This is an optimization exercise on Yosys and OpenROAD, whose aim is small area, a short achievable clock period and few clock cycles, not a production implementation.
Where RTL was checked, it was by simulation tests only, not by an equivalence proof against the original.

==> job 5585 <==
Design GAN_shared_hw, start of the top module:
module GAN_shared_hw (x1, x2, x3, x4,
                     w_l1_11, w_l1_12, w_l1_13, w_l1_14, w_l1_21, w_l1_22, w_l1_23, w_l1_24, w_l1_31, w_l1_32, w_l1_33, w_l1_34, w_l1_41, w_l1_42, w_l1_43, w_l1_44, b_l1_1, b_l1_2, b_l1_3, b_l1_4,
                     w_l2_11, w_l2_12, w_l2_21, w_l2_22, w_l2_31, w_l2_32, w_l2_41, w_l2_42, b_l2_1, b_l2_2,
                     w_l3_11, w_l3_21, b_l3_1,
                     w_l4_11, b_l4_1,
                     w_l5_11, b_l5_1,
                     w_l6_11, w_l6_12, b_l6_1, b_l6_2,
                     w_l7_11, w_l7_12, w_l7_13, w_l7_14, w_l7_21, w_l7_22, w_l7_23, w_l7_24, b_l7_1, b_l7_2, b_l7_3, b_l7_4,
                     w_l8_11, w_l8_12, w_l8_13, w_l8_14, w_l8_21, w_l8_22, w_l8_23, w_l8_24, w_l8_31, w_l8_32, w_l8_33, w_l8_34, w_l8_41, w_l8_42, w_l8_43, w_l8_44, b_l8_1, b_l8_2, b_l8_3, b_l8_4,
                     f1, f2, f3, f4, Done, Start, Reset, Clock);
input Start, Reset, Clock;
input [5:0] x1, x2, x3, x4,
            w_l1_11, w_l1_12, w_l1_13, w_l1_14, w_l1_21, w_l1_22, w_l1_23, w_l1_24, w_l1_31, w_l1_32, w_l1_33, w_l1_34, w_l1_41, w_l1_42, w_l1_43, w_l1_44, b_l1_1, b_l1_2, b_l1_3, b_l1_4,
            w_l2_11, w_l2_12, w_l2_21, w_l2_22, w_l2_31, w_l2_32, w_l2_41, w_l2_42, b_l2_1, b_l2_2,
            w_l3_11, w_l3_21, b_l3_1,
            w_l4_11, b_l4_1,
            w_l5_11, b_l5_1,
            w_l6_11, w_l6_12, b_l6_1, b_l6_2,
            w_l7_11, w_l7_12, w_l7_13, w_l7_14, w_l7_21, w_l7_22, w_l7_23, w_l7_24, b_l7_1, b_l7_2, b_l7_3, b_l7_4,
  ...
Settings: LEC_CHECK=0, CAP_MARGIN=20, CORE_MARGIN=2, CORE_UTILIZATION=60, CTS_BUF_LIST=sky130_fd_sc_hd__clkbuf_8, SLEW_MARGIN=60, SYNTH_HIERARCHICAL=1; clock period 12.5 ns.
standard.sh (not shown) runs the stock make flow with config.mk's settings and CLKGATE_MAP_FILE= SYNTH_SCRIPT=/design/flow/synth_recipe.tcl, a recipe that flattens the netlist after the stock synthesis.
==> flow/flow/run.sh <==
#!/bin/bash
set -euo pipefail
export BUFFER_PORTS_ARGS="-buffer_cell sky130_fd_sc_hd__buf_1"
bash standard.sh SETUP_SLACK_MARGIN=8 finish > standard_flow.log 2>&1
==> job 2164: changes against job 5585 <==
--- a/flow/design.v
+++ b/flow/design.v
@@ -11,13 +11,13 @@
 assign co = a & b;
 endmodule
 module gan_nu (a0, a1, a2, a3, e0, e1, e2, e3, k, r);
 input [31:0] a0, a1, a2, a3;
 input [8:0] e0, e1, e2, e3;
 input [7:0] k;
-output [31:0] r;
+output [30:0] r;
 wire [31:0] pp0_0;
 assign pp0_0[0] = ((e0[0] & a0[0]) | (e0[3] & 1'b0)) ^ e0[6];
 assign pp0_0[1] = ((e0[0] & a0[1]) | (e0[3] & a0[0])) ^ e0[6];
 assign pp0_0[2] = ((e0[0] & a0[2]) | (e0[3] & a0[1])) ^ e0[6];
 assign pp0_0[3] = ((e0[0] & a0[3]) | (e0[3] & a0[2])) ^ e0[6];
 assign pp0_0[4] = ((e0[0] & a0[4]) | (e0[3] & a0[3])) ^ e0[6];
@@ -1421,13 +1421,14 @@
 assign s0[29] = t643;
 assign s1[29] = t642;
 assign s0[30] = t645;
 assign s1[30] = t644;
 assign s0[31] = t647;
 assign s1[31] = t646;
-assign r = s0 + s1;
+wire [31:0] sum = s0 + s1;
+assign r = sum[31] ? 31'd0 : sum[30:0];
 endmodule
 module GAN_shared_hw (x1, x2, x3, x4,
                      w_l1_11, w_l1_12, w_l1_13, w_l1_14, w_l1_21, w_l1_22, w_l1_23, w_l1_24, w_l1_31, w_l1_32, w_l1_33, w_l1_34, w_l1_41, w_l1_42, w_l1_43, w_l1_44, b_l1_1, b_l1_2, b_l1_3, b_l1_4,
                      w_l2_11, w_l2_12, w_l2_21, w_l2_22, w_l2_31, w_l2_32, w_l2_41, w_l2_42, b_l2_1, b_l2_2,
                      w_l3_11, w_l3_21, b_l3_1,
                      w_l4_11, b_l4_1,
@@ -1571,65 +1572,58 @@
   end
 endfunction
 wire [8:0] q00 = benc(n00), q01 = benc(n01), q02 = benc(n02), q03 = benc(n03);
 wire [8:0] q10 = benc(n10), q11 = benc(n11), q12 = benc(n12), q13 = benc(n13);
 wire [7:0] qk0 = {{2{nb0[5]}}, nb0} + negs(q00) + negs(q01) + negs(q02) + negs(q03);
 wire [7:0] qk1 = {{2{nb1[5]}}, nb1} + negs(q10) + negs(q11) + negs(q12) + negs(q13);
+reg [8:0] e00, e01, e02, e03, e10, e11, e12, e13;
+reg [7:0] k0, k1;
+always @(posedge Clock) begin
+  e00 <= q00; e01 <= q01; e02 <= q02; e03 <= q03;
+  e10 <= q10; e11 <= q11; e12 <= q12; e13 <= q13;
+  k0 <= qk0; k1 <= qk1;
+end
 reg [31:0] act0, act1, act2, act3;
-reg [31:0] o0, o1;
-wire [31:0] r0, r1;
+reg [30:0] o0, o1;
+wire [30:0] r0, r1;
 gan_nu NU0 (.a0(act0), .a1(act1), .a2(act2), .a3(act3),
             .e0(e00), .e1(e01), .e2(e02), .e3(e03), .k(k0), .r(r0));
 gan_nu NU1 (.a0(act0), .a1(act1), .a2(act2), .a3(act3),
             .e0(e10), .e1(e11), .e2(e12), .e3(e13), .k(k1), .r(r1));
-reg [31:0] an0, an1, an2, an3;    
-always @(*) begin
-  an0 = act0; an1 = act1; an2 = act2; an3 = act3;
+always @(posedge Clock) begin
   if (idle) begin
-    an0 = {{26{x1[5]}}, x1};
-    an1 = {{26{x2[5]}}, x2};
-    an2 = {{26{x3[5]}}, x3};
-    an3 = {{26{x4[5]}}, x4};
+    act0 <= {{26{x1[5]}}, x1};
+    act1 <= {{26{x2[5]}}, x2};
+    act2 <= {{26{x3[5]}}, x3};
+    act3 <= {{26{x4[5]}}, x4};
   end else begin
     case (cyc)
       4'd2, 4'd9: begin
-        an0 = o0; an1 = o1; an2 = r0; an3 = r1;
+        act0 <= {1'b0, o0}; act1 <= {1'b0, o1}; act2 <= {1'b0, r0}; act3 <= {1'b0, r1};
       end
       4'd3: begin
-        an0 = r0; an1 = r1; an2 = 32'd0; an3 = 32'd0;
+        act0 <= {1'b0, r0}; act1 <= {1'b0, r1}; act2 <= 32'd0; act3 <= 32'd0;
       end
       4'd4: begin
-        an0 = r0; an1 = 32'd0;
+        act0 <= {1'b0, r0}; act1 <= 32'd0;
       end
       4'd5, 4'd6: begin
-        an0 = r0;
+        act0 <= {1'b0, r0};
       end
       4'd7, 4'd11: begin
-        an0 = r0; an1 = r1;
+        act0 <= {1'b0, r0}; act1 <= {1'b0, r1};
       end
       default: ;
     endcase
   end
 end
-wire sums = (cyc >= 4'd2);
-wire zn0 = sums & an0[31], zn1 = sums & an1[31], zn2 = sums & an2[31], zn3 = sums & an3[31];
-reg [8:0] e00, e01, e02, e03, e10, e11, e12, e13;
-reg [7:0] k0, k1;
-always @(posedge Clock) begin
-  act0 <= an0; act1 <= an1; act2 <= an2; act3 <= an3;
-  e00 <= {q00[8:6], q00[5:0] & {6{~zn0}}}; e01 <= {q01[8:6], q01[5:0] & {6{~zn1}}};
-  e02 <= {q02[8:6], q02[5:0] & {6{~zn2}}}; e03 <= {q03[8:6], q03[5:0] & {6{~zn3}}};
-  e10 <= {q10[8:6], q10[5:0] & {6{~zn0}}}; e11 <= {q11[8:6], q11[5:0] & {6{~zn1}}};
-  e12 <= {q12[8:6], q12[5:0] & {6{~zn2}}}; e13 <= {q13[8:6], q13[5:0] & {6{~zn3}}};
-  k0 <= qk0; k1 <= qk1;
-end
 always @(posedge Clock) begin
   if (cyc == 4'd1 || cyc == 4'd8 || cyc == 4'd10) begin
     o0 <= r0;
     o1 <= r1;
   end
 end
-assign f1 = {1'b0, o0[30:0] & {31{~o0[31]}}};
-assign f2 = {1'b0, o1[30:0] & {31{~o1[31]}}};
-assign f3 = {1'b0, act0[30:0] & {31{~act0[31]}}};
-assign f4 = {1'b0, act1[30:0] & {31{~act1[31]}}};
+assign f1 = {1'b0, o0};
+assign f2 = {1'b0, o1};
+assign f3 = act0;
+assign f4 = act1;
 endmodule
==> flow/flow/run.sh (replaced) <==
#!/bin/bash
set -euo pipefail
export BUFFER_PORTS_ARGS="-buffer_cell sky130_fd_sc_hd__buf_1"
bash standard.sh SETUP_SLACK_MARGIN=6 finish > standard_flow.log 2>&1
- CORE_UTILIZATION: 60 -> 70
==> job 4191: changes against job 5585 <==
--- a/flow/design.v
+++ b/flow/design.v
@@ -11,13 +11,13 @@
 assign co = a & b;
 endmodule
 module gan_nu (a0, a1, a2, a3, e0, e1, e2, e3, k, r);
 input [31:0] a0, a1, a2, a3;
 input [8:0] e0, e1, e2, e3;
 input [7:0] k;
-output [31:0] r;
+output [30:0] r;
 wire [31:0] pp0_0;
 assign pp0_0[0] = ((e0[0] & a0[0]) | (e0[3] & 1'b0)) ^ e0[6];
 assign pp0_0[1] = ((e0[0] & a0[1]) | (e0[3] & a0[0])) ^ e0[6];
 assign pp0_0[2] = ((e0[0] & a0[2]) | (e0[3] & a0[1])) ^ e0[6];
 assign pp0_0[3] = ((e0[0] & a0[3]) | (e0[3] & a0[2])) ^ e0[6];
 assign pp0_0[4] = ((e0[0] & a0[4]) | (e0[3] & a0[3])) ^ e0[6];
@@ -1421,13 +1421,14 @@
 assign s0[29] = t643;
 assign s1[29] = t642;
 assign s0[30] = t645;
 assign s1[30] = t644;
 assign s0[31] = t647;
 assign s1[31] = t646;
-assign r = s0 + s1;
+wire [31:0] sum = s0 + s1;
+assign r = sum[31] ? 31'd0 : sum[30:0];
 endmodule
 module GAN_shared_hw (x1, x2, x3, x4,
                      w_l1_11, w_l1_12, w_l1_13, w_l1_14, w_l1_21, w_l1_22, w_l1_23, w_l1_24, w_l1_31, w_l1_32, w_l1_33, w_l1_34, w_l1_41, w_l1_42, w_l1_43, w_l1_44, b_l1_1, b_l1_2, b_l1_3, b_l1_4,
                      w_l2_11, w_l2_12, w_l2_21, w_l2_22, w_l2_31, w_l2_32, w_l2_41, w_l2_42, b_l2_1, b_l2_2,
                      w_l3_11, w_l3_21, b_l3_1,
                      w_l4_11, b_l4_1,
@@ -1571,65 +1572,58 @@
   end
 endfunction
 wire [8:0] q00 = benc(n00), q01 = benc(n01), q02 = benc(n02), q03 = benc(n03);
 wire [8:0] q10 = benc(n10), q11 = benc(n11), q12 = benc(n12), q13 = benc(n13);
 wire [7:0] qk0 = {{2{nb0[5]}}, nb0} + negs(q00) + negs(q01) + negs(q02) + negs(q03);
 wire [7:0] qk1 = {{2{nb1[5]}}, nb1} + negs(q10) + negs(q11) + negs(q12) + negs(q13);
+reg [8:0] e00, e01, e02, e03, e10, e11, e12, e13;
+reg [7:0] k0, k1;
+always @(posedge Clock) begin
+  e00 <= q00; e01 <= q01; e02 <= q02; e03 <= q03;
+  e10 <= q10; e11 <= q11; e12 <= q12; e13 <= q13;
+  k0 <= qk0; k1 <= qk1;
+end
 reg [31:0] act0, act1, act2, act3;
-reg [31:0] o0, o1;
-wire [31:0] r0, r1;
+reg [30:0] o0, o1;
+wire [30:0] r0, r1;
 gan_nu NU0 (.a0(act0), .a1(act1), .a2(act2), .a3(act3),
             .e0(e00), .e1(e01), .e2(e02), .e3(e03), .k(k0), .r(r0));
 gan_nu NU1 (.a0(act0), .a1(act1), .a2(act2), .a3(act3),
             .e0(e10), .e1(e11), .e2(e12), .e3(e13), .k(k1), .r(r1));
-reg [31:0] an0, an1, an2, an3;    
-always @(*) begin
-  an0 = act0; an1 = act1; an2 = act2; an3 = act3;
+always @(posedge Clock) begin
   if (idle) begin
-    an0 = {{26{x1[5]}}, x1};
-    an1 = {{26{x2[5]}}, x2};
-    an2 = {{26{x3[5]}}, x3};
-    an3 = {{26{x4[5]}}, x4};
+    act0 <= {{26{x1[5]}}, x1};
+    act1 <= {{26{x2[5]}}, x2};
+    act2 <= {{26{x3[5]}}, x3};
+    act3 <= {{26{x4[5]}}, x4};
   end else begin
     case (cyc)
       4'd2, 4'd9: begin
-        an0 = o0; an1 = o1; an2 = r0; an3 = r1;
+        act0 <= {1'b0, o0}; act1 <= {1'b0, o1}; act2 <= {1'b0, r0}; act3 <= {1'b0, r1};
       end
       4'd3: begin
-        an0 = r0; an1 = r1; an2 = 32'd0; an3 = 32'd0;
+        act0 <= {1'b0, r0}; act1 <= {1'b0, r1}; act2 <= 32'd0; act3 <= 32'd0;
       end
       4'd4: begin
-        an0 = r0; an1 = 32'd0;
+        act0 <= {1'b0, r0}; act1 <= 32'd0;
       end
       4'd5, 4'd6: begin
-        an0 = r0;
+        act0 <= {1'b0, r0};
       end
       4'd7, 4'd11: begin
-        an0 = r0; an1 = r1;
+        act0 <= {1'b0, r0}; act1 <= {1'b0, r1};
       end
       default: ;
     endcase
   end
 end
-wire sums = (cyc >= 4'd2);
-wire zn0 = sums & an0[31], zn1 = sums & an1[31], zn2 = sums & an2[31], zn3 = sums & an3[31];
-reg [8:0] e00, e01, e02, e03, e10, e11, e12, e13;
-reg [7:0] k0, k1;
-always @(posedge Clock) begin
-  act0 <= an0; act1 <= an1; act2 <= an2; act3 <= an3;
-  e00 <= {q00[8:6], q00[5:0] & {6{~zn0}}}; e01 <= {q01[8:6], q01[5:0] & {6{~zn1}}};
-  e02 <= {q02[8:6], q02[5:0] & {6{~zn2}}}; e03 <= {q03[8:6], q03[5:0] & {6{~zn3}}};
-  e10 <= {q10[8:6], q10[5:0] & {6{~zn0}}}; e11 <= {q11[8:6], q11[5:0] & {6{~zn1}}};
-  e12 <= {q12[8:6], q12[5:0] & {6{~zn2}}}; e13 <= {q13[8:6], q13[5:0] & {6{~zn3}}};
-  k0 <= qk0; k1 <= qk1;
-end
 always @(posedge Clock) begin
   if (cyc == 4'd1 || cyc == 4'd8 || cyc == 4'd10) begin
     o0 <= r0;
     o1 <= r1;
   end
 end
-assign f1 = {1'b0, o0[30:0] & {31{~o0[31]}}};
-assign f2 = {1'b0, o1[30:0] & {31{~o1[31]}}};
-assign f3 = {1'b0, act0[30:0] & {31{~act0[31]}}};
-assign f4 = {1'b0, act1[30:0] & {31{~act1[31]}}};
+assign f1 = {1'b0, o0};
+assign f2 = {1'b0, o1};
+assign f3 = act0;
+assign f4 = act1;
 endmodule
==> flow/flow/run.sh (replaced) <==
#!/bin/bash
# The standard layout (synthesis included), with the port buffers made
# of the smallest buffer cell.
set -euo pipefail
export BUFFER_PORTS_ARGS="-buffer_cell sky130_fd_sc_hd__buf_1"
bash standard.sh finish > standard_flow.log 2>&1
- CORE_UTILIZATION: 60 -> 40
- CTS_BUF_LIST: sky130_fd_sc_hd__clkbuf_8 -> unset
- SETUP_SLACK_MARGIN: unset -> 5
==> job 2639: changes against job 5585 <==
--- a/flow/design.v
+++ b/flow/design.v
@@ -11,13 +11,13 @@
 assign co = a & b;
 endmodule
 module gan_nu (a0, a1, a2, a3, e0, e1, e2, e3, k, r);
 input [31:0] a0, a1, a2, a3;
 input [8:0] e0, e1, e2, e3;
 input [7:0] k;
-output [31:0] r;
+output [30:0] r;
 wire [31:0] pp0_0;
 assign pp0_0[0] = ((e0[0] & a0[0]) | (e0[3] & 1'b0)) ^ e0[6];
 assign pp0_0[1] = ((e0[0] & a0[1]) | (e0[3] & a0[0])) ^ e0[6];
 assign pp0_0[2] = ((e0[0] & a0[2]) | (e0[3] & a0[1])) ^ e0[6];
 assign pp0_0[3] = ((e0[0] & a0[3]) | (e0[3] & a0[2])) ^ e0[6];
 assign pp0_0[4] = ((e0[0] & a0[4]) | (e0[3] & a0[3])) ^ e0[6];
@@ -1421,13 +1421,14 @@
 assign s0[29] = t643;
 assign s1[29] = t642;
 assign s0[30] = t645;
 assign s1[30] = t644;
 assign s0[31] = t647;
 assign s1[31] = t646;
-assign r = s0 + s1;
+wire [31:0] sum = s0 + s1;
+assign r = sum[31] ? 31'd0 : sum[30:0];
 endmodule
 module GAN_shared_hw (x1, x2, x3, x4,
                      w_l1_11, w_l1_12, w_l1_13, w_l1_14, w_l1_21, w_l1_22, w_l1_23, w_l1_24, w_l1_31, w_l1_32, w_l1_33, w_l1_34, w_l1_41, w_l1_42, w_l1_43, w_l1_44, b_l1_1, b_l1_2, b_l1_3, b_l1_4,
                      w_l2_11, w_l2_12, w_l2_21, w_l2_22, w_l2_31, w_l2_32, w_l2_41, w_l2_42, b_l2_1, b_l2_2,
                      w_l3_11, w_l3_21, b_l3_1,
                      w_l4_11, b_l4_1,
@@ -1571,65 +1572,58 @@
   end
 endfunction
 wire [8:0] q00 = benc(n00), q01 = benc(n01), q02 = benc(n02), q03 = benc(n03);
 wire [8:0] q10 = benc(n10), q11 = benc(n11), q12 = benc(n12), q13 = benc(n13);
 wire [7:0] qk0 = {{2{nb0[5]}}, nb0} + negs(q00) + negs(q01) + negs(q02) + negs(q03);
 wire [7:0] qk1 = {{2{nb1[5]}}, nb1} + negs(q10) + negs(q11) + negs(q12) + negs(q13);
+reg [8:0] e00, e01, e02, e03, e10, e11, e12, e13;
+reg [7:0] k0, k1;
+always @(posedge Clock) begin
+  e00 <= q00; e01 <= q01; e02 <= q02; e03 <= q03;
+  e10 <= q10; e11 <= q11; e12 <= q12; e13 <= q13;
+  k0 <= qk0; k1 <= qk1;
+end
 reg [31:0] act0, act1, act2, act3;
-reg [31:0] o0, o1;
-wire [31:0] r0, r1;
+reg [30:0] o0, o1;
+wire [30:0] r0, r1;
 gan_nu NU0 (.a0(act0), .a1(act1), .a2(act2), .a3(act3),
             .e0(e00), .e1(e01), .e2(e02), .e3(e03), .k(k0), .r(r0));
 gan_nu NU1 (.a0(act0), .a1(act1), .a2(act2), .a3(act3),
             .e0(e10), .e1(e11), .e2(e12), .e3(e13), .k(k1), .r(r1));
-reg [31:0] an0, an1, an2, an3;    
-always @(*) begin
-  an0 = act0; an1 = act1; an2 = act2; an3 = act3;
+always @(posedge Clock) begin
   if (idle) begin
-    an0 = {{26{x1[5]}}, x1};
-    an1 = {{26{x2[5]}}, x2};
-    an2 = {{26{x3[5]}}, x3};
-    an3 = {{26{x4[5]}}, x4};
+    act0 <= {{26{x1[5]}}, x1};
+    act1 <= {{26{x2[5]}}, x2};
+    act2 <= {{26{x3[5]}}, x3};
+    act3 <= {{26{x4[5]}}, x4};
   end else begin
     case (cyc)
       4'd2, 4'd9: begin
-        an0 = o0; an1 = o1; an2 = r0; an3 = r1;
+        act0 <= {1'b0, o0}; act1 <= {1'b0, o1}; act2 <= {1'b0, r0}; act3 <= {1'b0, r1};
       end
       4'd3: begin
-        an0 = r0; an1 = r1; an2 = 32'd0; an3 = 32'd0;
+        act0 <= {1'b0, r0}; act1 <= {1'b0, r1}; act2 <= 32'd0; act3 <= 32'd0;
       end
       4'd4: begin
-        an0 = r0; an1 = 32'd0;
+        act0 <= {1'b0, r0}; act1 <= 32'd0;
       end
       4'd5, 4'd6: begin
-        an0 = r0;
+        act0 <= {1'b0, r0};
       end
       4'd7, 4'd11: begin
-        an0 = r0; an1 = r1;
+        act0 <= {1'b0, r0}; act1 <= {1'b0, r1};
       end
       default: ;
     endcase
   end
 end
-wire sums = (cyc >= 4'd2);
-wire zn0 = sums & an0[31], zn1 = sums & an1[31], zn2 = sums & an2[31], zn3 = sums & an3[31];
-reg [8:0] e00, e01, e02, e03, e10, e11, e12, e13;
-reg [7:0] k0, k1;
-always @(posedge Clock) begin
-  act0 <= an0; act1 <= an1; act2 <= an2; act3 <= an3;
-  e00 <= {q00[8:6], q00[5:0] & {6{~zn0}}}; e01 <= {q01[8:6], q01[5:0] & {6{~zn1}}};
-  e02 <= {q02[8:6], q02[5:0] & {6{~zn2}}}; e03 <= {q03[8:6], q03[5:0] & {6{~zn3}}};
-  e10 <= {q10[8:6], q10[5:0] & {6{~zn0}}}; e11 <= {q11[8:6], q11[5:0] & {6{~zn1}}};
-  e12 <= {q12[8:6], q12[5:0] & {6{~zn2}}}; e13 <= {q13[8:6], q13[5:0] & {6{~zn3}}};
-  k0 <= qk0; k1 <= qk1;
-end
 always @(posedge Clock) begin
   if (cyc == 4'd1 || cyc == 4'd8 || cyc == 4'd10) begin
     o0 <= r0;
     o1 <= r1;
   end
 end
-assign f1 = {1'b0, o0[30:0] & {31{~o0[31]}}};
-assign f2 = {1'b0, o1[30:0] & {31{~o1[31]}}};
-assign f3 = {1'b0, act0[30:0] & {31{~act0[31]}}};
-assign f4 = {1'b0, act1[30:0] & {31{~act1[31]}}};
+assign f1 = {1'b0, o0};
+assign f2 = {1'b0, o1};
+assign f3 = act0;
+assign f4 = act1;
 endmodule
==> flow/flow/run.sh (replaced) <==
#!/bin/bash
# The standard layout (synthesis included), with the port buffers made
# of the smallest buffer cell.
set -euo pipefail
export BUFFER_PORTS_ARGS="-buffer_cell sky130_fd_sc_hd__buf_1"
bash standard.sh finish > standard_flow.log 2>&1
- SETUP_SLACK_MARGIN: unset -> 5
==> comparison table <==
metric                                                                                      job 2639                 job 2164                 job 5585                 job 4191
Worst path slowest cell                                                                         fa_1                  xnor2_1                     fa_2                     fa_1
DP Cell Count                                                                                   6073                     5863                     6160                     6647
Average size of a mapped cell                                                               11.9 um2                 11.9 um2                 11.7 um2                 11.9 um2
Fill cells                                                                                      6670                     3820                     5378                    12200
Critical register-to-register path startpoint                                                 e00[0]                   e11[3]                 act1[14]                 act0[25]
Sequential area share after synthesis                                                          32.6%                    32.6%                    32.1%                    32.6%
Share of synthesized cell area in full adder, half adder and majority cells                    27.4%                    27.4%                    27.0%                    27.4%
Share of the final layout cell area in multi-input gates                                       57.2%                    57.2%                    56.6%                    56.3%
Capturing instance or port of the critical path                                             act0[15]                  act1[0]                   e00[5]                  act1[5]
M3 GR Usage                                                                                    11.9%                    16.3%                    11.4%                    4.86%
Commonest non-fill, non-tap cell in the layout                                               a22oi_1                  xnor2_1                  xnor2_1                  a22oi_1
Wire length reported by the detailed router                                                198000 um                221000 um                214000 um                197000 um
Required time of the critical path                                                          13.12 ns                 13.01 ns                 13.20 ns                 12.89 ns
NumNets Final                                                                                   6266                     6389                     6819                     6225
Run status                                                                   complete, no violations  complete, no violations  complete, no violations  complete, no violations
Number of standard cells after synthesis                                                        4425                     4425                     4544                     4425
Testbench counts of job 2164, summed over its fixed seeds: cycles 4,160.
Testbench counts of job 4191, summed over its fixed seeds: cycles 4,160.
Testbench counts of job 2639, summed over its fixed seeds: cycles 4,160.
Only the layout flow was run in job 5585; the RTL was not checked for function there.

[separate check: timing with driven ports]
No port has a modelled driver above. Below, the same layouts with a new extraction and two added sets of constraints.
Step 1 (the two cells are an assumption about what drives the block):
set clk [get_ports {Clock}]
set_driving_cell -lib_cell sky130_fd_sc_hd__clkbuf_16 $clk
set_driving_cell -lib_cell sky130_fd_sc_hd__buf_2 [delete_from_list [all_inputs] $clk]
Step 2 moves the port delays by t, midway between the first and last clock arrival at a register: inputs arrive t later, outputs are due t later. That takes back most of the time a late clock gives input paths.
a / b / c = ideal / step 1 / step 2; a / b = the first two.
run	t (ns)	setup slack, ns	hold WS [ns]	latest minus earliest clock arrival (ns)	cell pins on the clock port's net
job 5585	0.859	5.994 / 5.994 / 5.994	0.593 / 0.593 / 0.593	0.090 / 0.090	1
job 2164	0.848	4.881 / 4.881 / 4.881	0.555 / 0.555 / 0.555	0.077 / 0.077	1
job 4191	0.760	5.337 / 5.337 / 5.337	0.544 / 0.544 / 0.544	0.072 / 0.071	1
job 2639	0.833	5.145 / 5.145 / 5.145	0.525 / 0.525 / 0.525	0.053 / 0.053	1
After both steps setup and hold are still met in every run listed.
